Background: an optimization exercise with open tools, aiming at a short achievable clock period and few clock cycles. Do not read the settings as production practice.
Only simulation tests tie the RTL to the original design; equivalence was not proved.
Power and IR drop assume default switching activity.

`flow/standard.sh`:
```
#!/bin/bash
# synth_recipe.tcl (not shown) runs the flow's synth.tcl, then flattens the netlist and writes it again
# the make line also repeats each setting of config.mk as NAME=value (left out here)
make -C /OpenROAD-flow-scripts/flow DESIGN_CONFIG=/design/flow/config.mk WORK_HOME=/design/flow/orfs CLKGATE_MAP_FILE= SYNTH_SCRIPT=/design/flow/synth_recipe.tcl "${@:-finish}"
```
`flow/flow/run.sh`:
```
#!/bin/bash
set -euo pipefail
export BUFFER_PORTS_ARGS="-buffer_cell sky130_fd_sc_hd__buf_4"
bash standard.sh > standard_flow.log 2>&1
```
`flow/design.v`:
```
module cpu(clk, reset, read_data, datapath_out, N, V, Z, mem_addr, m_cmd, write_data, halt_state_output);
  input clk, reset;
  input [15:0] read_data;
  output [15:0] datapath_out;
  output N, V, Z;
  output [8:0] mem_addr;
  output [1:0] m_cmd;
  output [15:0] write_data;
  output halt_state_output;
  reg [127:0] rf;             
  reg [15:0]  C;
  reg [15:0]  Wr, Wc;
  reg [7:0]   wv;
  reg         wcv;
  reg         fN, fV, fZ;
  reg         fNZ, fLT, fLE, fGE, fGT;   
  reg         halted;
  reg [8:0]   pcF;            
  reg         fv;             
  reg [8:0]   fa, fa1;        
  reg         fpred;          
  reg [3:0]   bv;
  reg [35:0]  bpc, btg;       
  reg [1:0]   bptr;
  reg [15:0]  IR;
  reg         iv;             
  reg [8:0]   ipc0, ipc1, ipc2;   
  reg [8:0]   kc1, kc2;       
  reg         d_bwd;          
  reg [8:0]   itgt;           
  reg [15:0]  Aop, Bop;       
  reg         d_add, d_cmp, d_and, d_mvn, d_mov, d_movi, d_ldr, d_str, d_bx, d_bl, d_halt, d_cc;
  reg         d_we;           
  reg [7:0]   d_wsel;         
  reg [2:0]   d_wnum;         
  reg [2:0]   d_srcA, d_srcB;
  reg [1:0]   d_bsh;
  reg         c_alw, c_z, c_nz, c_lt, c_le, c_ge, c_gt;    
  reg         tk;             
  reg         ra;             
  reg [8:0]   mar;            
  reg         dop, dst;       
  reg [8:0]   daddr;
  reg         mcw, mcr;       
  reg         ld1, ld2;       
  reg         ld2c;           
  reg [2:0]   ld1rd, ld2rd;
  reg         kill;           
  reg [8:0]   kpc;
  function [15:0] shf;
    input [15:0] x;
    input [1:0] s;
    case (s)
      2'b00: shf = x;
      2'b01: shf = {x[14:0], 1'b0};
      2'b10: shf = {1'b0, x[15:1]};
      default: shf = {x[15], x[15:1]};
    endcase
  endfunction
  wire exec = iv & ~kill & ~halted;
  wire [15:0] A = Aop, B = Bop;
  wire [15:0] sx5  = {{11{IR[4]}}, IR[4:0]};
  wire [15:0] sx8  = {{8{IR[7]}}, IR[7:0]};
  wire        mem  = d_ldr | d_str;
  wire [15:0] sumR = A + B;
  wire [5:0]  lo5  = {1'b0, A[4:0]} + {1'b0, IR[4:0]};
  wire [10:0] hiP  = A[15:5] + 11'd1;
  wire [10:0] hiM  = A[15:5] - 11'd1;
  wire [10:0] hiI  = (lo5[5] & ~IR[4]) ? hiP : ((~lo5[5] & IR[4]) ? hiM : A[15:5]);
  wire [15:0] sumI = {hiI, lo5[4:0]};
  wire        c15  = (A[14:0] >= B[14:0]);
  wire        eqz  = (A == B);
  wire        ab15 = A[15] & B[15];
  wire        nV   = ~eqz & ab15;
  wire        r15  = A[15] ^ ~B[15] ^ c15;
  wire        nN   = ~eqz & ~nV & r15;
  wire        nLT1 = ~eqz & (ab15 | (A[15] ^ B[15]));
  wire        nLT0 = ~eqz & (ab15 | ~(A[15] ^ B[15]));
  wire        nLT  = c15 ? nLT1 : nLT0;
  wire [8:0]  blv  = itgt - 9'd2;
  wire [15:0] rlog = ({16{d_and}} & (A & B)) | ({16{d_mvn}} & ~B);
  wire [15:0] ro   = rlog | ({16{d_mov}} & B) | ({16{d_movi}} & sx8) | ({16{d_bl}} & {7'd0, blv});
  wire [15:0] res  = ({16{d_add}} & sumR) | ro;
  wire [15:0] cnext = ({16{d_add}} & sumR) | rlog | ({16{d_mov | d_str | d_bx}} & B) | ({16{d_ldr}} & sumI);
  wire cwr = d_add | d_and | d_mvn | d_mov | d_movi | d_ldr | d_str | d_bx;
  wire wrE = exec & d_we;
  wire cmpE = exec & d_cmp;
  wire gZ   = cmpE ? eqz : fZ;
  wire gNZ  = cmpE ? ~eqz : fNZ;
  wire gLT  = cmpE ? nLT : fLT;
  wire gLE  = cmpE ? (nLT | eqz) : fLE;
  wire gGE  = cmpE ? ~nLT : fGE;
  wire gGT  = cmpE ? ~(nLT | eqz) : fGT;
  wire taken = exec & tk;
  wire redir = taken & ~dop;
  wire slow  = d_bx | d_cc;      
  assign mem_addr = ra ? itgt : mar;    
  assign m_cmd    = {mcw, mcr};
  assign write_data = Wc;    
  assign datapath_out = C;
  assign N = fN;
  assign V = fV;
  assign Z = fZ;
  assign halt_state_output = halted;
  wire flush      = (exec & (tk | slow)) | kill;   
  wire drop_dep   = fv & ~flush & dep;
  wire cap        = fv & ~flush & ~dep;
  wire capw       = fv & ~flush;           
  wire fetch_seq  = ~dop & ~halted & ~redir & ~(iv & slow) & ~kill;
  wire fv_n       = (redir | fetch_seq) & ~drop_dep;
  wire [8:0] fa_n = mem_addr;
  wire [8:0] fa1_n = fa_n + 9'd1;
  reg        hit;
  reg [8:0]  htg;
  integer q;
  always @(*) begin
    hit = 1'b0; htg = 9'd0;
    for (q = 0; q < 4; q = q + 1)
      if (bv[q] & (bpc[9*q +: 9] == fa_n)) begin
        hit = 1'b1; htg = htg | btg[9*q +: 9];
      end
  end
  wire [8:0] nxt_n = hit ? htg : fa1_n;
  wire [15:0] rd = read_data;
  wire [4:0] op5 = rd[15:11];
  wire p_add  = op5 == 5'b10100;
  wire p_cmp  = op5 == 5'b10101;
  wire p_and  = op5 == 5'b10110;
  wire p_mvn  = op5 == 5'b10111;
  wire p_movi = op5 == 5'b11010;
  wire p_mov  = op5 == 5'b11000;
  wire p_ldr  = op5 == 5'b01100;
  wire p_str  = op5 == 5'b10000;
  wire p_b    = op5 == 5'b00100;
  wire p_bl   = op5 == 5'b01011;
  wire p_bx   = op5 == 5'b01000;
  wire p_halt = ~(p_add | p_cmp | p_and | p_mvn | p_movi | p_mov | p_ldr | p_str | p_b | p_bl | p_bx);
  wire [2:0] rRn = rd[10:8], rRd = rd[7:5], rRm = rd[2:0];
  wire use_rn = p_add | p_cmp | p_and | p_ldr | p_str;
  wire use_rd = p_str | p_bx;
  wire use_rm = p_add | p_cmp | p_and | p_mvn | p_mov;
  wire dep0 = iv & d_ldr & ((use_rn & (rRn == IR[7:5])) | (use_rd & (rRd == IR[7:5])) | (use_rm & (rRm == IR[7:5])));
  wire dep1 = ld1 & ((use_rn & (rRn == ld1rd)) | (use_rd & (rRd == ld1rd)) | (use_rm & (rRm == ld1rd)));
  wire [2:0] bnum = (p_str | p_bx) ? rRd : rRm;
  wire [1:0] bsh = (p_add | p_cmp | p_and | p_mvn | p_mov) ? rd[4:3] : 2'b00;
  wire [2:0] wnum = (p_movi | p_bl) ? rRn : rRd;
  wire [2:0] cnd = rd[10:8];
  wire p_bc = p_b & (cnd == 3'b001 | cnd == 3'b010 | cnd == 3'b011 | cnd == 3'b100);
  wire pr = fpred & p_bc;    
  wire dep = dep0 | dep1;
  wire n_alw = (p_b & (cnd == 3'b000 | cnd == 3'b101)) | p_bl;
  wire n_z   = p_b & (pr ? (cnd == 3'b010) : (cnd == 3'b001));
  wire n_nz  = p_b & (pr ? (cnd == 3'b001) : (cnd == 3'b010));
  wire n_lt  = p_b & ~pr & (cnd == 3'b011);
  wire n_le  = p_b & ~pr & (cnd == 3'b100);
  wire n_ge  = pr & (cnd == 3'b011);
  wire n_gt  = pr & (cnd == 3'b100);
  reg [127:0] rfe;
  integer e;
  always @(*)
    for (e = 0; e < 8; e = e + 1)
      rfe[16*e +: 16] = wv[e] ? Wr : rf[16*e +: 16];
  reg [15:0] rfN, rfD, rfM;
  integer k;
  always @(*) begin
    rfN = 16'd0; rfD = 16'd0; rfM = 16'd0;
    for (k = 0; k < 8; k = k + 1) begin
      if (rRn == k)   rfN = rfe[16*k +: 16];
      if (rRd == k)   rfD = rfe[16*k +: 16];
      if (rRm == k)   rfM = rfe[16*k +: 16];
    end
  end
  wire        ldw = ld2 & ~ld2c;    
  wire [15:0] oN = (ldw & (ld2rd == rRn)) ? rd : rfN;
  wire [15:0] oD = (ldw & (ld2rd == rRd)) ? rd : rfD;
  wire [15:0] oM = (ldw & (ld2rd == rRm)) ? rd : rfM;
  wire        eN = wrE & (d_wnum == rRn);
  wire        eD = wrE & (d_wnum == rRd);
  wire        eM = wrE & (d_wnum == rRm);
  wire        bRd = p_str | p_bx;
  wire       iv_n   = cap;
  wire       a_alw = cap ? n_alw : c_alw;
  wire       a_z   = cap ? n_z   : c_z;
  wire       a_nz  = cap ? n_nz  : c_nz;
  wire       a_lt  = cap ? n_lt  : c_lt;
  wire       a_le  = cap ? n_le  : c_le;
  wire       a_ge  = cap ? n_ge  : c_ge;
  wire       a_gt  = cap ? n_gt  : c_gt;
  wire gLT1 = cmpE ? nLT1 : fLT;
  wire gLT0 = cmpE ? nLT0 : fLT;
  wire gLE1 = cmpE ? (nLT1 | eqz) : fLE;
  wire gLE0 = cmpE ? (nLT0 | eqz) : fLE;
  wire [7:0] ttab1 = {1'b0, 1'b0, 1'b1, fpred ^ gLE1, fpred ^ gLT1, fpred ^ gNZ, fpred ^ gZ, 1'b1};
  wire [7:0] ttab0 = {1'b0, 1'b0, 1'b1, fpred ^ gLE0, fpred ^ gLT0, fpred ^ gNZ, fpred ^ gZ, 1'b1};
  wire tk1 = cap & ((p_b & ttab1[cnd]) | p_bl);
  wire tk0 = cap & ((p_b & ttab0[cnd]) | p_bl);
  wire tk_n = c15 ? tk1 : tk0;
  wire dop_n = exec & mem;
  wire ra_n  = tk_n & ~dop_n;
  wire [8:0] itgt_n = cap ? (pr ? fa1 : fa1 + {rd[7], rd[7:0]}) : itgt;
  wire selK = kill;
  wire selD = drop_dep & ~kill;              
  wire selX = exec & d_bx;
  wire selC = exec & d_cc;
  wire selT = taken & dop;                   
  wire selN = (redir | fetch_seq) & ~drop_dep;    
  wire selH = ~(selK | selD | selX | selC | selT | selN);
  wire [8:0] pcF_n = ({9{selK}} & kpc) | ({9{selD}} & fa) | ({9{selX}} & Bop[8:0])
                   | ({9{selC}} & (wcv ? Wc[8:0] : C[8:0])) | ({9{selT}} & itgt) | ({9{selN}} & nxt_n)
                   | ({9{selH}} & pcF);
  wire        sA  = eN;
  wire        sB0 = (bRd ? eD : (eM & (bsh == 2'b00)));
  wire        sBL = ~bRd & eM & (bsh == 2'b01);
  wire        sBR = ~bRd & eM & bsh[1];
  wire        sBA = ~bRd & eM & (bsh == 2'b11);
  wire [15:0] Aoth = eN ? 16'd0 : oN;
  wire [15:0] Both = bRd ? (eD ? 16'd0 : oD) : (eM ? 16'd0 : shf(oM, bsh));
  wire        ad  = d_add;
  wire [15:0] Anext = ({16{sA & ad}} & sumR) | ({16{sA & ~ad}} & ro) | Aoth;
  wire [15:0] Bnext = ({16{sB0 & ad}} & sumR) | ({16{sBL & ad}} & {sumR[14:0], 1'b0})
                    | ({16{sBR & ad}} & {sBA & sumR[15], sumR[15:1]})
                    | ({16{sB0 & ~ad}} & ro) | ({16{sBL & ~ad}} & {ro[14:0], 1'b0})
                    | ({16{sBR & ~ad}} & {sBA & ro[15], ro[15:1]}) | Both;
  wire [8:0] mar_o = dop_n ? sumI[8:0] : pcF_n;
  wire [8:0] mar_n = mar_o;
  integer r;
  always @(posedge clk) begin
    for (r = 0; r < 8; r = r + 1) begin
      if (wv[r])
        rf[16*r +: 16] <= Wr;
      else if (ldw & (ld2rd == r))
        rf[16*r +: 16] <= read_data;
    end
    Wr <= res;
    Wc <= cnext;
    if (wcv) C <= Wc;
    if (cmpE) begin
      fZ <= eqz; fV <= nV; fN <= nN;
    end
    fNZ <= gNZ; fLT <= gLT; fLE <= gLE; fGE <= gGE; fGT <= gGT;
    if (capw) begin
      IR <= rd;
      ipc1 <= fa1;
      ipc2 <= fa1 + 9'd1;
      kc1 <= fa1 - {{4{rd[4]}}, rd[4:0]};
      kc2 <= fa1 + 9'd1 - {{4{rd[4]}}, rd[4:0]};
      ipc0 <= fa;
      d_bwd <= p_bc & rd[7] & ~fpred;
      d_add <= p_add; d_cmp <= p_cmp; d_and <= p_and; d_mvn <= p_mvn;
      d_mov <= p_mov; d_movi <= p_movi; d_ldr <= p_ldr; d_str <= p_str;
      d_bx <= p_bx; d_bl <= p_bl; d_halt <= p_halt;
      d_cc <= p_b & (cnd == 3'b110);
      d_we <= p_add | p_and | p_mvn | p_mov | p_movi | p_bl;
      d_wsel <= 8'd1 << wnum;
      d_wnum <= wnum;
      d_srcA <= rRn;
      d_srcB <= bnum;
      d_bsh <= bsh;
    end
    Aop <= Anext;
    Bop <= Bnext;
    c_alw <= a_alw; c_z <= a_z; c_nz <= a_nz; c_lt <= a_lt; c_le <= a_le; c_ge <= a_ge; c_gt <= a_gt;
    tk <= tk_n;
    itgt <= itgt_n;
    daddr <= sumI[8:0];
    dst <= d_str;
    ld1rd <= IR[7:5];
    ld2rd <= ld1rd;
    kpc <= ipc1;
    fa <= fa_n;
    fa1 <= fa1_n;
    fpred <= hit;
    for (q = 0; q < 4; q = q + 1)
      if (dop & dst & (daddr == bpc[9*q +: 9])) bv[q] <= 1'b0;
    if (taken & d_bwd) begin
      bv[bptr] <= 1'b1;
      bpc[9*bptr +: 9] <= ipc0;
      btg[9*bptr +: 9] <= itgt;
      bptr <= bptr + 2'd1;
    end
    pcF <= pcF_n;
    mar <= mar_n;
    ld2c <= ld1 & wrE & (d_wnum == ld1rd);
    if (reset) begin
      pcF <= 9'd0;
      mar <= 9'd0;
      fv <= 1'b0;
      iv <= 1'b0;
      ra <= 1'b0;
      dop <= 1'b0;
      mcw <= 1'b0;
      mcr <= 1'b1;
      ld1 <= 1'b0;
      ld2 <= 1'b0;
      kill <= 1'b0;
      halted <= 1'b0;
      wv <= 8'd0;
      wcv <= 1'b0;
      bv <= 4'd0;
      bptr <= 2'd0;
    end else begin
      fv <= fv_n;
      iv <= iv_n;
      ra <= ra_n;
      dop <= dop_n;
      mcw <= exec & d_str;
      mcr <= dop_n ? ~d_str : ~(halted | (exec & d_halt));
      ld1 <= exec & d_ldr;
      ld2 <= ld1;
      kill <= exec & d_str & ((A[8:0] == kc1) | (A[8:0] == kc2) | fpred);
      if (exec & d_halt) halted <= 1'b1;
      wv <= wrE ? d_wsel : 8'd0;
      wcv <= exec & cwr;
    end
  end
endmodule
```
`flow/constraint.sdc`:
```
create_clock -name core_clock -period 6.0 [get_ports {clk}]
set_input_delay 1.2000 -clock core_clock [delete_from_list [all_inputs] [get_ports {clk}]]
set_output_delay 1.2000 -clock core_clock [all_outputs]
set_load 0.01 [all_outputs]
```
`flow/config.mk`:
```
export PLATFORM = sky130hd
export DESIGN_NAME = cpu
export DESIGN_NICKNAME = cpu
export VERILOG_FILES = /design/flow/design.v
export SDC_FILE = /design/flow/constraint.sdc
export NUM_CORES = 4
export LEC_CHECK = 0
export ABC_CLOCK_PERIOD_IN_PS = 2000
export CAP_MARGIN = 20
export CORE_MARGIN = 2
export CORE_UTILIZATION = 40
export SETUP_SLACK_MARGIN = 3.5
export SLEW_MARGIN = 20
export TNS_END_PERCENT = 100
```
==> results of run 1 <==
-- worst max-delay path by stage --
stage                              endpoint  slack, ps  cells after the start
after global placement       Bop[8]$_DFF_P_       1720                      9
after detailed placement     Bop[8]$_DFF_P_       1660                      9
after CTS                       mem_addr[2]       3100                      4
final                           mem_addr[4]       3040                      5
after global routing            mem_addr[4]       3010                      5
after floorplan           mar[8]$_SDFF_PP0_       2080                      7
-- cells in the final DEF, fill, tap and decap left out, types with 23 or more instances in the layout --
cell type,n
nand4_1,28
a222oi_1,23
o211ai_1,50
mux2i_1,91
ha_1,36
inv_1,167
a21oi_1,104
a21oi_2,25
dfxtp_1,109
nand2_1,367
o21ai_1,24
ha_4,27
buf_6,58
nor2_1,198
dfxtp_4,35
nand3_1,46
a22oi_1,26
clkbuf_16,63
xor2_1,28
nor3_1,46
o21ai_0,276
mux2_2,53
buf_4,268
xnor2_1,142
edfxtp_1,298
-- worst max-delay path: stages, from the launching register on --
cell and delay (ps):
dfxtp_4 390, buf_12 140, mux2i_4 260, buf_6 150, inv_4 40, buf_6 110
-- power by group through the flow --
stage / clock, mW / combinational, mW / sequential [mW]
global placement: 0 / 2.22 / 4.32
floorplan: 0 / 1.74 / 3.94
finish: 3.66 / 3.43 / 4.25
global route: 3.81 / 3.60 / 4.27
detailed placement: 0 / 2.24 / 4.33
CTS: 3.67 / 2.95 / 4.22
-- cell type report --
cell class,instances,area (sq um),area share
diodes,1,2.50,0.0000661
flip-flops and latches,453,12200,0.322
well taps,950,1190,0.0314
repair buffers,385,3970,0.105
clock inverters,28,409,0.0108
repair inverters,1,8.76,0.000231
multi-input cells,2241,17600,0.464
inverters,207,893,0.0236
clock buffers,76,1600,0.0422
-- kinds of logic after synthesis --
family / share of synthesized area
AO/OA/AOI/OAI: 0.193
adder cells (fa/ha/maj): 0.0372
XOR/XNOR: 0.0597
AND/OR/NAND/NOR: 0.144
multiplexers: 0.0857
flip-flops: 0.417
buffers and inverters: 0.0634
-- state kept, by name (all words and copies together), names as in the netlist, 16 cells and up --
name	count
rf	128
bpc	36
btg	36
Aop	16
Bop	16
C	16
Wc	16
Wr	16
-- routing by layer --
layer | GRT usage | vias up | part of all wire
met2 | 0.470 | 1900 | 0.44
met3 | 0.0724 | 477 | 0.11
met1 | 0.407 | 13500 | 0.39
met5 | 0 | - | 0.00061
met4 | 0.131 | 10 | 0.057
li1 | - | 11800 | -
-- stage by stage --
| step | cell area (sq um) | util | instances | hold WS [ps] |
|---|---|---|---|---|
| finish | 37800 | 0.529 | 4342 | 311 |
| global route | 37800 | 0.529 | 4341 | 324 |
| CTS | 35800 | 0.500 | 4238 | 320 |
| detailed placement | 30200 | 0.423 | 3947 | 329 |
| global placement | 30200 | 0.423 | 3947 | 331 |
| floorplan | 29700 | - | 3150 | 323 |
-- timing repair --
action                                  in CTS  in global routing
gates resized for setup                    399                235
setup buffers                              176                 96
pin swaps                                  132                142
cloned                                      11                  6
endpoints found under the setup margin     239                100
==> flow_summary.ini, run 1 <==
[power]
p_int_mw = 7.43
p_switching_mw = 3.91
p_leak_nw = 13.7
powerDensity_nw_per_um2 = 300
power_mw = 11.3
p_comb_frac = 0.303
vdd_drop_max_mv = 0.235
pwr-share-seq = 0.375
p_sw_frac = 0.345
clkPwrFrac = 0.322

[critical_path]
worstReg2RegEnd = pcF[4]$_SDFF_PP0_
rr_worst_depth = 17
crit_arrival_ps = 1760
r2r_start = ra$_SDFF_PP0_
critPathLaunchType = flop
reg2reg_slack_ps = 3130
cp.required_ps = 4800
crit_path_start = ra$_SDFF_PP0_
path_max_fanout = 4
cp-end-kind = primary output
worst-setup-path-type = reg2out

[sta]
min_period_ps = 2960
worst_pin_slew_ps = 1150
min_period_over_period = 0.493
timing.fmax_mhz = 338
final.setup.tns_ps = 0
hold_viol_final = 0
worst_slack_ps = 3040
setup_viol = 0
relSlewSlack = 0.230
slew_violations = 0
fin_skew_ps = 58.5
rsz0062_at_grt = true

[floorplanning]
rows = 98
die_y_um = 273
ios = 65
start_util = 0.404
fp.coreArea_sq_um = 71500
fp.dieW_um = 273
fp.dieArea_sq_um = 74400

[synth]
ys_seq_area_frac = 0.417
async_flop_share = 0
netlist.area_leader.share = 0.310
ys_warn_count = 1
synth_edf_count = 298
syn_nets = 3248
ys_top_cells_by_count = nand2_1, o21ai_0, edfxtp_1
syn_area_per_cell_sq_um = 9.17
ys.flop_type = edfxtp_1
synthTopCellsByArea = edfxtp_1, dfxtp_1, o21ai_0
synth.most_common_cell = nand2_1
netlist_area_sq_um = 28900
ys_types = 103
yosysTopAreaCell = edfxtp_1
syn-instance-count = 3150
synth-seq-cells = 453

[clock_network]
cts-buffers-inserted = 55
clockBufferDepth = 3
cts.sinks = 453
h-tree-depth = 2
clk_latency_ps = 670
cts_tree = built
hold_buffers = 0
cts_root_buffer = clkbuf_16
clk_pin_slew_ps = 70

[run_status]
status = no timing/DRC/antenna violations

[hold_path]
holdPathEnd = kpc[2]$_DFF_P_
hold_depth = 0
min_path_type = reg2reg
hp-start = ipc1[2]$_DFFE_PP_

[global_route]
grt_pass1_wl_um = 170000
antenna_found_initial = 6
grt_pass1_vias = 25600
grt_max_degree = 79
overflow = 0
grt_use_total = 0.305

[drt]
vias_per_cell = 6.37
ant_nets = 0
vias = 27700
route.detailed.drc = 0
detail_route.wirelength_um = 121000
drt_iter0_markers = 4224
post_drt_wl_per_cell_um = 27.8
detail_route.first_pass.iterations = 12

[cells_and_area]
layout-drive-gt1-share = 0.299
syn_to_final_growth_pct = 31.0
fillCellCount = 6334
final_nets = 3442

[placed_design]
portBuffers = 64
post-dp-hpwl_um = 76400
place_congestion = 1.01
pre_cts_slack_ps = 1660

[run]
max_cap_viol_count = 0
Testbench counts, summed over its fixed seeds: cycles 44,865.
==> run 2, diff against run 1 <==
--- a/flow/design.v
+++ b/flow/design.v
@@ -38,6 +38,7 @@
   reg         c_alw, c_z, c_nz, c_lt, c_le, c_ge, c_gt;    
   reg         tk;             
   reg         ra;             
+  reg         ra_o;           
   reg [8:0]   mar;            
   reg         dop, dst;       
   reg [8:0]   daddr;
@@ -94,7 +95,7 @@
   wire taken = exec & tk;
   wire redir = taken & ~dop;
   wire slow  = d_bx | d_cc;      
-  assign mem_addr = ra ? itgt : mar;    
+  assign mem_addr = ra_o ? itgt : mar;    
   assign m_cmd    = {mcw, mcr};
   assign write_data = Wc;    
   assign datapath_out = C;
@@ -108,18 +109,24 @@
   wire capw       = fv & ~flush;           
   wire fetch_seq  = ~dop & ~halted & ~redir & ~(iv & slow) & ~kill;
   wire fv_n       = (redir | fetch_seq) & ~drop_dep;
-  wire [8:0] fa_n = mem_addr;
-  wire [8:0] fa1_n = fa_n + 9'd1;
-  reg        hit;
-  reg [8:0]  htg;
+  wire [8:0] fa_n = ra ? itgt : mar;
+  reg        hitT, hitM;
+  reg [8:0]  htgT, htgM;
   integer q;
   always @(*) begin
-    hit = 1'b0; htg = 9'd0;
-    for (q = 0; q < 4; q = q + 1)
-      if (bv[q] & (bpc[9*q +: 9] == fa_n)) begin
-        hit = 1'b1; htg = htg | btg[9*q +: 9];
+    hitT = 1'b0; htgT = 9'd0; hitM = 1'b0; htgM = 9'd0;
+    for (q = 0; q < 4; q = q + 1) begin
+      if (bv[q] & (bpc[9*q +: 9] == itgt)) begin
+        hitT = 1'b1; htgT = htgT | btg[9*q +: 9];
+      end
+      if (bv[q] & (bpc[9*q +: 9] == mar)) begin
+        hitM = 1'b1; htgM = htgM | btg[9*q +: 9];
       end
+    end
   end
+  wire       hit   = ra ? hitT : hitM;
+  wire [8:0] htg   = ra ? htgT : htgM;
+  wire [8:0] fa1_n = ra ? itgt + 9'd1 : mar + 9'd1;
   wire [8:0] nxt_n = hit ? htg : fa1_n;
   wire [15:0] rd = read_data;
   wire [4:0] op5 = rd[15:11];
@@ -287,6 +294,7 @@
       fv <= 1'b0;
       iv <= 1'b0;
       ra <= 1'b0;
+      ra_o <= 1'b0;
       dop <= 1'b0;
       mcw <= 1'b0;
       mcr <= 1'b1;
@@ -302,6 +310,7 @@
       fv <= fv_n;
       iv <= iv_n;
       ra <= ra_n;
+      ra_o <= ra_n & ~halted & ~(exec & d_halt);
       dop <= dop_n;
       mcw <= exec & d_str;
       mcr <= dop_n ? ~d_str : ~(halted | (exec & d_halt));
==> run 2 against run 1 <==
  * Still clean on timing, DRC and antenna
  * Critical path depth rose by 5
  * Non-clock buffer count fell by 37
  * Worst hold slack improved by 26 ps
  * Die area rose by 1.7%
  * Combinational power fell by 3%
  * Wire length barely moved
  * Global-route usage rose by 0.65 points
  * Synthesized area rose by 1.7%
  * Register-to-register slack got worse by 40 ps
  * Critical path type is now in2reg
==> flow_summary.ini, run 2 <==
[run_status]
status = no timing/DRC/antenna violations

[run]
max_cap_viol_count = 0

[synth]
yosys.area_share.simple = 0.145
synth.most_common_cell = nand2_1
ys_seq_area_frac = 0.411
synthMuxAreaShare = 0.0690
synth_top_family_by_area = compound AO/OA/AOI/OAI gates
netlist_area_sq_um = 29400
ys_warn_count = 1
synth_fa_ha_area_frac = 0.0366
synth-xor-area-share = 0.0680
syn_nets = 3362
syn_area_per_cell_sq_um = 9.00
ys_top_cells_by_count = nand2_1, o21ai_0, edfxtp_1
synthTopCellsByArea = edfxtp_1, dfxtp_1, o21ai_0
ys_types = 90
netlist.area_leader.share = 0.305
async_flop_share = 0
ys.flop_type = edfxtp_1
yosysTopAreaCell = edfxtp_1
synth-seq-cells = 454
synth-compound-area-share = 0.206
synth_edf_count = 298
syn-instance-count = 3264

[cells_and_area]
regMostFlops = rf
final_area_sq_um = 37600
largest_reg_flops = 128
fillCellCount = 6601
multiInputGateArea_sq_um = 17600
antenna_cells = 0
layout-drive-gt1-share = 0.259
postLayoutCoreUtil = 0.516
final_cells = 4403
final_cell_mix = nand2_1, edfxtp_1, o21ai_0
final_common_cell = nand2_1
top_regs = rf: 128 flops, bpc: 36 flops, btg: 36 flops
syn_to_final_growth_pct = 27.9
final_nets = 3497
seq_area_sq_um = 12200

[power]
p_sw_frac = 0.347
p_switching_mw = 3.85
p_int_mw = 7.24
p_leak_nw = 13.7
power_mw = 11.1
powerDensity_nw_per_um2 = 295
vdd_drop_max_mv = 0.249
pwr-share-seq = 0.383
clkPwrFrac = 0.316
p_comb_frac = 0.301

[drt]
vias_per_cell = 6.31
detail_route.wirelength_um = 121000
vias = 27800
post_drt_wl_per_cell_um = 27.5
drt_iter0_markers = 3993
ant_nets = 0
route.detailed.drc = 0
detail_route.first_pass.iterations = 7

[critical_path]
cpLargestDelayFamily = compound AO/OA/AOI/OAI gates
cp.required_ps = 6540
crit_path_cell_trace = buf_16, xnor2_4, or4_4, nor4_4, o311ai_4, buf_4, o221a_4, a221oi_2, nor2_1, o32a_1
critPathLaunchType = input port
path_max_fanout = 7
cp-end-kind = flop
crit_arrival_ps = 3490
cp_slowest_cell = or4_4
path_buf_inv = 2
slowest_delay_ps = 480
worst-setup-path-type = in2reg

[clock_network]
h-tree-depth = 2
clk_latency_ps = 660
clk_pin_slew_ps = 60
hold_buffers = 0
cts-buffers-inserted = 53
cts_tree = built
clockBufferDepth = 3
cts.sinks = 454
cts_root_buffer = clkbuf_16

[global_route]
grt_max_degree = 79
grt_pass1_vias = 26100
grt_pass1_wl_um = 176000
grt_use_total = 0.311
antenna_found_initial = 5
overflow = 0

[floorplanning]
fp.coreArea_sq_um = 72800
rows = 99
fp.dieW_um = 275
die_y_um = 275
fp.dieArea_sq_um = 75600
start_util = 0.403
ios = 65

[placed_design]
place_area_sq_um = 31000
pre_cts_slack_ps = 1580
portBuffers = 64
post-dp-hpwl_um = 77900
place_inst = 4067
place_congestion = 0.957

[sta]
min_period_ps = 2950
rsz0062_at_grt = true
holdWs_ps = 337
timing.fmax_mhz = 339
final.setup.tns_ps = 0
hold_viol_final = 0
worst_slack_ps = 3050
slew_violations = 0
worst_pin_slew_ps = 1190
relSlewSlack = 0.209
min_period_over_period = 0.492
fin_skew_ps = 64.2
setup_viol = 0

[hold_path]
min_path_type = reg2reg
==> run 2: changes by cell type after synthesis, moves of 22 or more <==
cell      delta
xor2_1      +37
nor2_1      -22
a21oi_1     +22
clkbuf_1    +53
mux2i_1     -33
buf_2       -39
==> run 2: cell families (layout without fill, tap and decap cells) <==
| family | after synthesis | after routing |
|---|---|---|
| AND/OR/NAND/NOR | 913 | 914 |
| AO/OA/AOI/OAI | 919 | 921 |
| buffers and inverters | 497 | 674 |
| flip-flops | 454 | 454 |
| adder cells (fa/ha/maj) | 80 | 80 |
| multiplexers | 173 | 173 |
| XOR/XNOR | 228 | 228 |
==> run 2: per-layer routing <==
metal,global-route usage,up-vias,wire [um]
met2,0.475,1846,52600
met3,0.0635,437,12800
li1,-,12200,-
met5,0,-,53
met1,0.420,13400,48500
met4,0.153,8,7030
==> run 2: layout make-up <==
type | count | share of cell area
clock buffer | 70 | 0.0397
inverter | 224 | 0.0245
multi-input combinational | 2316 | 0.468
tap | 959 | 0.0319
clock inverter | 30 | 0.0104
sequential | 454 | 0.325
timing repair inverter | 2 | 0.000366
timing repair buffer | 348 | 0.101
==> run 2: power by group through the flow <==
| stage | logic [mW] | clock network (mW) | registers [mW] |
|---|---|---|---|
| 2_1_floorplan | 1.81 | 0 | 3.94 |
| 5_1_grt | 3.52 | 3.67 | 4.27 |
| 3_5_place_dp | 2.32 | 0 | 4.33 |
| 4_1_cts | 3.02 | 3.53 | 4.22 |
| 3_3_place_gp | 2.31 | 0 | 4.33 |
| 6_report | 3.34 | 3.51 | 4.25 |
==> run 2: path summary, 6_finish.rpt <==
kind	from	to	slack [ps]	cells past startpoint
setup / recovery	read_data[14]	mar[4]$_SDFF_PP0_	3050	10
hold / removal	ipc1[1]$_DFFE_PP_	kpc[1]$_DFF_P_	340	0
setup reg to reg	Aop[0]$_DFF_P_	Aop[14]$_DFF_P_	3090	10
hold reg to reg	ipc1[1]$_DFFE_PP_	kpc[1]$_DFF_P_	340	0
==> run 2: timing repair <==
item	CTS	global route
pin swaps	105	95
gates cloned	18	0
gates resized for setup	415	125
setup endpoints to repair	310	119
buffers inserted	169	48
Testbench counts of run 2, summed over its fixed seeds: cycles 44,865.
==> run 3, diff against run 2 <==
--- a/flow/design.v
+++ b/flow/design.v
@@ -38,7 +38,7 @@
   reg         c_alw, c_z, c_nz, c_lt, c_le, c_ge, c_gt;    
   reg         tk;             
   reg         ra;             
-  reg         ra_o;           
+  reg         ra_o, ma_o;     
   reg [8:0]   mar;            
   reg         dop, dst;       
   reg [8:0]   daddr;
@@ -95,7 +95,7 @@
   wire taken = exec & tk;
   wire redir = taken & ~dop;
   wire slow  = d_bx | d_cc;      
-  assign mem_addr = ra_o ? itgt : mar;    
+  assign mem_addr = ({9{ra_o}} & itgt) | ({9{ma_o}} & mar);    
   assign m_cmd    = {mcw, mcr};
   assign write_data = Wc;    
   assign datapath_out = C;
@@ -295,6 +295,7 @@
       iv <= 1'b0;
       ra <= 1'b0;
       ra_o <= 1'b0;
+      ma_o <= 1'b1;
       dop <= 1'b0;
       mcw <= 1'b0;
       mcr <= 1'b1;
@@ -311,6 +312,7 @@
       iv <= iv_n;
       ra <= ra_n;
       ra_o <= ra_n & ~halted & ~(exec & d_halt);
+      ma_o <= ~(ra_n & ~halted & ~(exec & d_halt));
       dop <= dop_n;
       mcw <= exec & d_str;
       mcr <= dop_n ? ~d_str : ~(halted | (exec & d_halt));
==> run 3 against run 2 <==
  * Register-to-register slack better by 20 ps
  * Die area is 0.55% lower
  * Final area is 0.60% higher
  * Sequential share of layout area is 0.072 points lower
  * Worst hold slack worse by 13 ps
  * Maximum frequency is 1.2% higher
  * Clock power is 4% lower
  * Global-route usage is 0.72 points lower
  * Synthesized area is 0.56% lower
  * Final cell count is 0.23% higher
  * Still clean
  * First-iteration DRC count is 3.8% lower
  * Highest routed layer is now met4
==> flow_summary.ini, run 3 <==
[sta]
hold_viol_final = 0
relSlewSlack = 0.193
slew_violations = 0
holdWs_ps = 323
worst_pin_slew_ps = 1210
fin_skew_ps = 53.7
timing.fmax_mhz = 343
final.setup.tns_ps = 0
min_period_ps = 2920
worst_slack_ps = 3080
setup_viol = 0
rsz0062_at_grt = true
min_period_over_period = 0.486

[cells_and_area]
fillCellCount = 6429
postLayoutCoreUtil = 0.521
final_nets = 3505
final_area_sq_um = 37800
final_common_cell = nand2_1
final_cell_mix = nand2_1, o21ai_0, edfxtp_1
syn_to_final_growth_pct = 29.4
largest_reg_flops = 128
layout-drive-gt1-share = 0.279
top_regs = rf: 128 flops, bpc: 36 flops, btg: 36 flops
final_cells = 4413
regMostFlops = rf

[synth]
syn_area_per_cell_sq_um = 9.07
yosysTopAreaCell = edfxtp_1
ys_top_cells_by_count = nand2_1, o21ai_0, edfxtp_1
syn_nets = 3320
syn-instance-count = 3222
netlist_area_sq_um = 29200
synthTopCellsByArea = edfxtp_1, dfxtp_1, o21ai_0
synth_edf_count = 298
ys_seq_area_frac = 0.414
ys_warn_count = 1
async_flop_share = 0
ys.flop_type = edfxtp_1
ys_types = 91
synth-seq-cells = 455
netlist.area_leader.share = 0.306
synth.most_common_cell = nand2_1

[critical_path]
crit_path_cell_trace = buf_16, xor2_4, or4_4, nand2_4, a21oi_2, a221o_1, o22ai_1, a21oi_1, or4_1
worst-setup-path-type = in2reg
crit_arrival_ps = 3390
cpLargestDelayFamily = simple AND/OR/NAND/NOR gates
slowest_delay_ps = 580
path_max_fanout = 4
critPathLaunchType = input port
cp-end-kind = flop
cp.required_ps = 6480
cp_slowest_cell = or4_4
path_buf_inv = 1

[global_route]
grt_use_total = 0.304
overflow = 0
grt_pass1_wl_um = 170000
antenna_found_initial = 3
grt_pass1_vias = 25200
grt_max_degree = 60

[floorplanning]
die_y_um = 274
start_util = 0.403
fp.dieArea_sq_um = 75200
ios = 65
rows = 99
fp.dieW_um = 274
fp.coreArea_sq_um = 72600

[drt]
vias_per_cell = 6.25
detail_route.wirelength_um = 119000
detail_route.first_pass.iterations = 7
vias = 27600
post_drt_wl_per_cell_um = 27.1
drt_iter0_markers = 3843
ant_nets = 0
route.detailed.drc = 0

[clock_network]
clockBufferDepth = 3
h-tree-depth = 2
cts-buffers-inserted = 53
cts_root_buffer = clkbuf_16
clk_latency_ps = 660
cts.sinks = 455
cts_tree = built
clk_pin_slew_ps = 60

[placed_design]
place_inst = 4022
pre_cts_slack_ps = 1610
place_area_sq_um = 30600
portBuffers = 64
post-dp-hpwl_um = 75000
place_congestion = 0.963

[power]
vdd_drop_max_mv = 0.274
powerDensity_nw_per_um2 = 297
power_mw = 11.2
p_leak_nw = 13.7

[run_status]
status = no timing/DRC/antenna violations

[hold_path]
min_path_type = reg2reg

[run]
max_cap_viol_count = 0
run 3: changes by cell type after synthesis, moves of 13 or more:
cell      delta
nor3_1      -25
mux2_2      -16
clkbuf_1    -33
xnor2_1     +13
nand2_1     +17
o22a_1      +13
inv_1       -34
o21ai_0     +45
mux2i_1     +34
a21oi_1     -13
buf_2       +37
o221ai_1    -14
run 3: cell type report:
class	instances	area [sq um]	area share
inverter	191	842	0.0223
clock buffer	76	1510	0.0400
timing repair inverter	1	8.76	0.000232
multi-input combinational	2307	17500	0.464
clock inverter	24	297	0.00784
timing repair buffer	398	4150	0.110
tap	959	1200	0.0317
antenna	2	5.00	0.000132
sequential	455	12200	0.324
run 3: worst paths after layout:
path,start,to,slack (ps),cells past startpoint
worst min register to register,ipc1[1]$_DFFE_PP_,kpc[1]$_DFF_P_,320,0
worst max register to register,ld2rd[2]$_DFF_P_,Bop[7]$_DFF_P_,3110,8
worst max-delay path,read_data[0],Bop[7]$_DFF_P_,3080,9
worst min-delay path,ipc1[1]$_DFFE_PP_,kpc[1]$_DFF_P_,320,0
run 3: worst register-to-register path: stages (launching register included):
cell and delay [ps]:
dfxtp_1 750, xor2_4 170, or4_4 500, nand2_4 100, a21oi_2 40, a221o_1 390
o22ai_1 190, a21oi_1 100, or4_1 510
run 3: what timing repair did:
action / in CTS / in global routing
pin swaps: 138 / 86
gates cloned: 11 / 2
endpoints found under the setup margin: 285 / 158
gates resized for setup: 456 / 176
hold buffers: 0 / 0
buffers inserted: 209 / 67
run 3: cells by family (layout without fill, tap and decap cells):
group           Yosys count  after routing  synth area share
compound gates          927            927             0.203
xor+xnor                230            230            0.0689
fa+ha+maj                80             80            0.0368
buf+inv                 461            690            0.0624
flops                   455            455             0.414
mux                     195            195            0.0780
other cells               0              2                 0
simple gates            874            875             0.137
run 3: report_power, final:
part,total (mW),switching [mW],internal (mW),leakage [nW]
sequential,4.28,0.565,3.72,4.06
combinational,3.58,1.91,1.66,8.78
clock,3.38,1.43,1.95,0.880
run 3: layer usage:
| layer | vias up | part of all wire | GRT usage |
|---|---|---|---|
| li1 | 12100 | - | - |
| met1 | 13300 | 0.40 | 0.426 |
| met2 | 1865 | 0.43 | 0.449 |
| met3 | 388 | 0.12 | 0.0636 |
| met4 | 0 | 0.053 | 0.139 |
| met5 | - | 0 | 0 |
Testbench counts of run 3, summed over its fixed seeds: cycles 44,865.
==> run 4, diff against run 3 <==
--- a/flow/design.v
+++ b/flow/design.v
@@ -18,6 +18,8 @@
   reg [8:0]   pcF;            
   reg         fv;             
   reg [8:0]   fa, fa1;        
+  reg         drop_r;         
+  reg [8:0]   fa_d;           
   reg         fpred;          
   reg [3:0]   bv;
   reg [35:0]  bpc, btg;       
@@ -108,7 +110,7 @@
   wire cap        = fv & ~flush & ~dep;
   wire capw       = fv & ~flush;           
   wire fetch_seq  = ~dop & ~halted & ~redir & ~(iv & slow) & ~kill;
-  wire fv_n       = (redir | fetch_seq) & ~drop_dep;
+  wire fv_n       = (redir | fetch_seq) & ~drop_dep & ~drop_r;
   wire [8:0] fa_n = ra ? itgt : mar;
   reg        hitT, hitM;
   reg [8:0]  htgT, htgM;
@@ -206,13 +208,13 @@
   wire ra_n  = tk_n & ~dop_n;
   wire [8:0] itgt_n = cap ? (pr ? fa1 : fa1 + {rd[7], rd[7:0]}) : itgt;
   wire selK = kill;
-  wire selD = drop_dep & ~kill;              
+  wire selD = drop_r & ~kill;                
   wire selX = exec & d_bx;
   wire selC = exec & d_cc;
   wire selT = taken & dop;                   
-  wire selN = (redir | fetch_seq) & ~drop_dep;    
+  wire selN = (redir | fetch_seq) & ~drop_r;      
   wire selH = ~(selK | selD | selX | selC | selT | selN);
-  wire [8:0] pcF_n = ({9{selK}} & kpc) | ({9{selD}} & fa) | ({9{selX}} & Bop[8:0])
+  wire [8:0] pcF_n = ({9{selK}} & kpc) | ({9{selD}} & fa_d) | ({9{selX}} & Bop[8:0])
                    | ({9{selC}} & (wcv ? Wc[8:0] : C[8:0])) | ({9{selT}} & itgt) | ({9{selN}} & nxt_n)
                    | ({9{selH}} & pcF);
   wire        sA  = eN;
@@ -275,6 +277,7 @@
     ld2rd <= ld1rd;
     kpc <= ipc1;
     fa <= fa_n;
+    fa_d <= fa;
     fa1 <= fa1_n;
     fpred <= hit;
     for (q = 0; q < 4; q = q + 1)
@@ -292,6 +295,7 @@
       pcF <= 9'd0;
       mar <= 9'd0;
       fv <= 1'b0;
+      drop_r <= 1'b0;
       iv <= 1'b0;
       ra <= 1'b0;
       ra_o <= 1'b0;
@@ -309,6 +313,7 @@
       bptr <= 2'd0;
     end else begin
       fv <= fv_n;
+      drop_r <= drop_dep;
       iv <= iv_n;
       ra <= ra_n;
       ra_o <= ra_n & ~halted & ~(exec & d_halt);
==> run 4 against run 3 <==
  * Still clean
  * Combinational power is 2% higher
  * First-iteration DRC count is 0.26% lower
  * Clock-buffer cell count down 6
  * Sequential share of layout area is 0.062 points higher
  * Final area rose by 1.5%
  * Clock skew shrank 10 ps
  * Non-clock buffer count increased by 6
  * Final cell count decreased by 0.34%
  * Critical path type is now reg2reg
  * Critical endpoint is now Bop[13]$_DFF_P_
==> flow_summary.ini, run 4 <==
[synth]
ys_top_cells_by_count = nand2_1, o21ai_0, edfxtp_1
async_flop_share = 0
yosysTopAreaCell = edfxtp_1
synthTopCellsByArea = edfxtp_1, dfxtp_1, xnor2_1
ys_types = 89
synth.most_common_cell = nand2_1
ys_seq_area_frac = 0.416
synth-seq-cells = 465
syn_area_per_cell_sq_um = 9.26
syn-instance-count = 3193
netlist.area_leader.share = 0.303
netlist_area_sq_um = 29600
synth_edf_count = 298
ys_warn_count = 1
ys.flop_type = edfxtp_1
syn_nets = 3291

[cells_and_area]
final_common_cell = nand2_1
final_cell_mix = nand2_1, edfxtp_1, buf_4
fillCellCount = 6369
regMostFlops = rf
syn_to_final_growth_pct = 29.9
final_nets = 3492
layout-drive-gt1-share = 0.290
multiInputGateArea_sq_um = 17800
top_regs = rf: 128 flops, bpc: 36 flops, btg: 36 flops
seq_area_sq_um = 12500
antenna_cells = 0
largest_reg_flops = 128

[clock_network]
cts_root_buffer = clkbuf_16
clk_pin_slew_ps = 60
hold_buffers = 0
clockBufferDepth = 3
clk_latency_ps = 680
cts_tree = built
cts.sinks = 465
cts-buffers-inserted = 53
h-tree-depth = 2

[drt]
ant_nets = 0
post_drt_wl_per_cell_um = 27.7
detail_route.wirelength_um = 122000
detail_route.first_pass.iterations = 18
route.detailed.drc = 0
vias = 27900
vias_per_cell = 6.33
drt_iter0_markers = 3833

[critical_path]
worst-setup-path-type = reg2reg
cp_slowest_cell = a2111o_1
cpLargestDelayFamily = compound AO/OA/AOI/OAI gates
crit_arrival_ps = 3470
r2r_start = Bop[1]$_DFF_P_
rr_worst_depth = 10
crit_path_start = Bop[1]$_DFF_P_
cp-end-kind = flop
path_buf_inv = 1
path_max_fanout = 5
slowest_delay_ps = 450
reg2reg_slack_ps = 3060
path_depth = 10
critPathLaunchType = flop
cp.required_ps = 6530
crit_path_cell_trace = buf_4, fa_2, nor2b_4, o211ai_1, a2111o_1, a21oi_2, mux2i_2, nand2_2, a32o_1, or4_1

[sta]
rsz0062_at_grt = true
min_period_over_period = 0.490
hold_viol_final = 0
final.setup.tns_ps = 0
fin_skew_ps = 43.7
slew_violations = 0
min_period_ps = 2940
relSlewSlack = 0.200
worst_pin_slew_ps = 1200
holdWs_ps = 341
timing.fmax_mhz = 340
setup_viol = 0

[power]
vdd_drop_max_mv = 0.271
p_leak_nw = 14.1
powerDensity_nw_per_um2 = 303

[hold_path]
min_path_type = reg2reg
hold_depth = 0
hp-start = ipc1[3]$_DFFE_PP_

[placed_design]
portBuffers = 64
place_congestion = 0.961
post-dp-hpwl_um = 76000

[global_route]
grt_pass1_vias = 25600
grt_max_degree = 79
grt_use_total = 0.309
overflow = 0
antenna_found_initial = 1
grt_pass1_wl_um = 175000

[floorplanning]
fp.coreArea_sq_um = 73100
fp.dieArea_sq_um = 76100
die_y_um = 276
rows = 99
start_util = 0.404
ios = 65
fp.dieW_um = 276

[run]
max_cap_viol_count = 0

[run_status]
status = no timing/DRC/antenna violations
[run 4: cell count changes after synthesis, sizes merged, moves of 9 or more]
cell     previous run  this run
xnor2             174       184
nand2b             28        19
a221oi             23        36
nor2              192       203
a222oi              8        19
o21ai             380       306
o211ai             42        30
nor3               53        79
a2111oi             6        21
nand2             392       361
dfxtp             157       167
clkbuf            181       172
[run 4: stage by stage]
stage / power (mW) / util / std cells / setup slack (ps) / cell area [sq um]
floorplan: 5.89 / - / 3193 / 2630 / 30300
global placement: 6.77 / 0.422 / 3991 / 1610 / 30800
detailed placement: 6.79 / 0.422 / 3991 / 1570 / 30800
CTS: 11.0 / 0.497 / 4288 / 3130 / 36300
global route: 12.0 / 0.525 / 4398 / 2970 / 38400
finish: 11.6 / 0.525 / 4398 / 3060 / 38400
[run 4: cells by family after synthesis]
family / Yosys count / share of synthesized area
XOR/XNOR: 232 / 0.0687
multiplexers: 209 / 0.0846
buffers and inverters: 456 / 0.0614
AND/OR/NAND/NOR: 867 / 0.135
AO/OA/AOI/OAI: 884 / 0.198
adder cells (fa/ha/maj): 80 / 0.0364
flip-flops: 465 / 0.416
[run 4: repair_timing]
item,CTS,global route
pin swaps,131,144
cloned,18,7
setup buffers,179,103
gates resized for setup,423,227
endpoints found under the setup margin,299,161
[run 4: layer usage]
metal / part of all wire / up-vias / GRT usage
met4: 0.061 / 0 / 0.144
met1: 0.39 / 13500 / 0.406
met3: 0.11 / 440 / 0.0730
met2: 0.44 / 1843 / 0.479
met5: 0 / - / 0.00188
li1: - / 12100 / -
[run 4: worst paths after layout]
kind / to
worst max-delay path: Bop[13]$_DFF_P_
worst min-delay path: kpc[3]$_DFF_P_
worst max register to register: Bop[13]$_DFF_P_
worst min register to register: kpc[3]$_DFF_P_
[run 4: cell type report]
type,count,area share
multi-input combinational,2276,0.464
sequential,465,0.325
timing repair buffer,404,0.108
clock buffer,70,0.0394
tap,959,0.0313
inverter,189,0.0210
clock inverter,30,0.0106
timing repair inverter,5,0.00114
[run 4: report_power, final]
part	internal [mW]	total, mW	switching (mW)	leakage (nW)
Clock	2.09	3.58	1.49	0.920
Combinational	1.71	3.66	1.95	9.03
Sequential	3.80	4.38	0.579	4.14
Testbench counts of run 4, summed over its fixed seeds: cycles 45,058.

## re-timing with driven ports
In the flow no input, the clock included, has a driving cell. The finished layouts below were timed again as built, in two steps. Step 1, drivers: a clkbuf_16 drives clk and a buf_2 each remaining input, both assumed. Step 2 moves the port delays by t, midway between the first and last clock arrival at a register: inputs arrive t later, outputs are due t later. That takes back most of the time a late clock gives input paths. a / b / c = ideal / step 1 / step 2; a / b = the first two.
| run | t (ns) | setup WS [ns] | hold slack, ns | worst setup path at the end | worst data-port slew with drivers (ns) |
|---|---|---|---|---|---|
| run 1 | 0.705 | 3.040 / 2.972 / 2.365 | 0.311 / 0.311 / 0.311 | input to register | 0.28 |
| run 2 | 0.692 | 3.049 / 2.934 / 2.242 | 0.337 / 0.337 / 0.337 | input to register | 0.27 |
| run 3 | 0.697 | 3.084 / 2.950 / 2.253 | 0.323 / 0.323 / 0.323 | input to register | 0.30 |
| run 4 | 0.724 | 3.061 / 2.972 / 2.248 | 0.341 / 0.341 / 0.341 | input to register | 0.33 |
After both steps setup and hold are still met in every run listed. The setup slack of run 3, which loses most, moves by -0.134 ns with the drivers and by -0.831 ns with both steps.
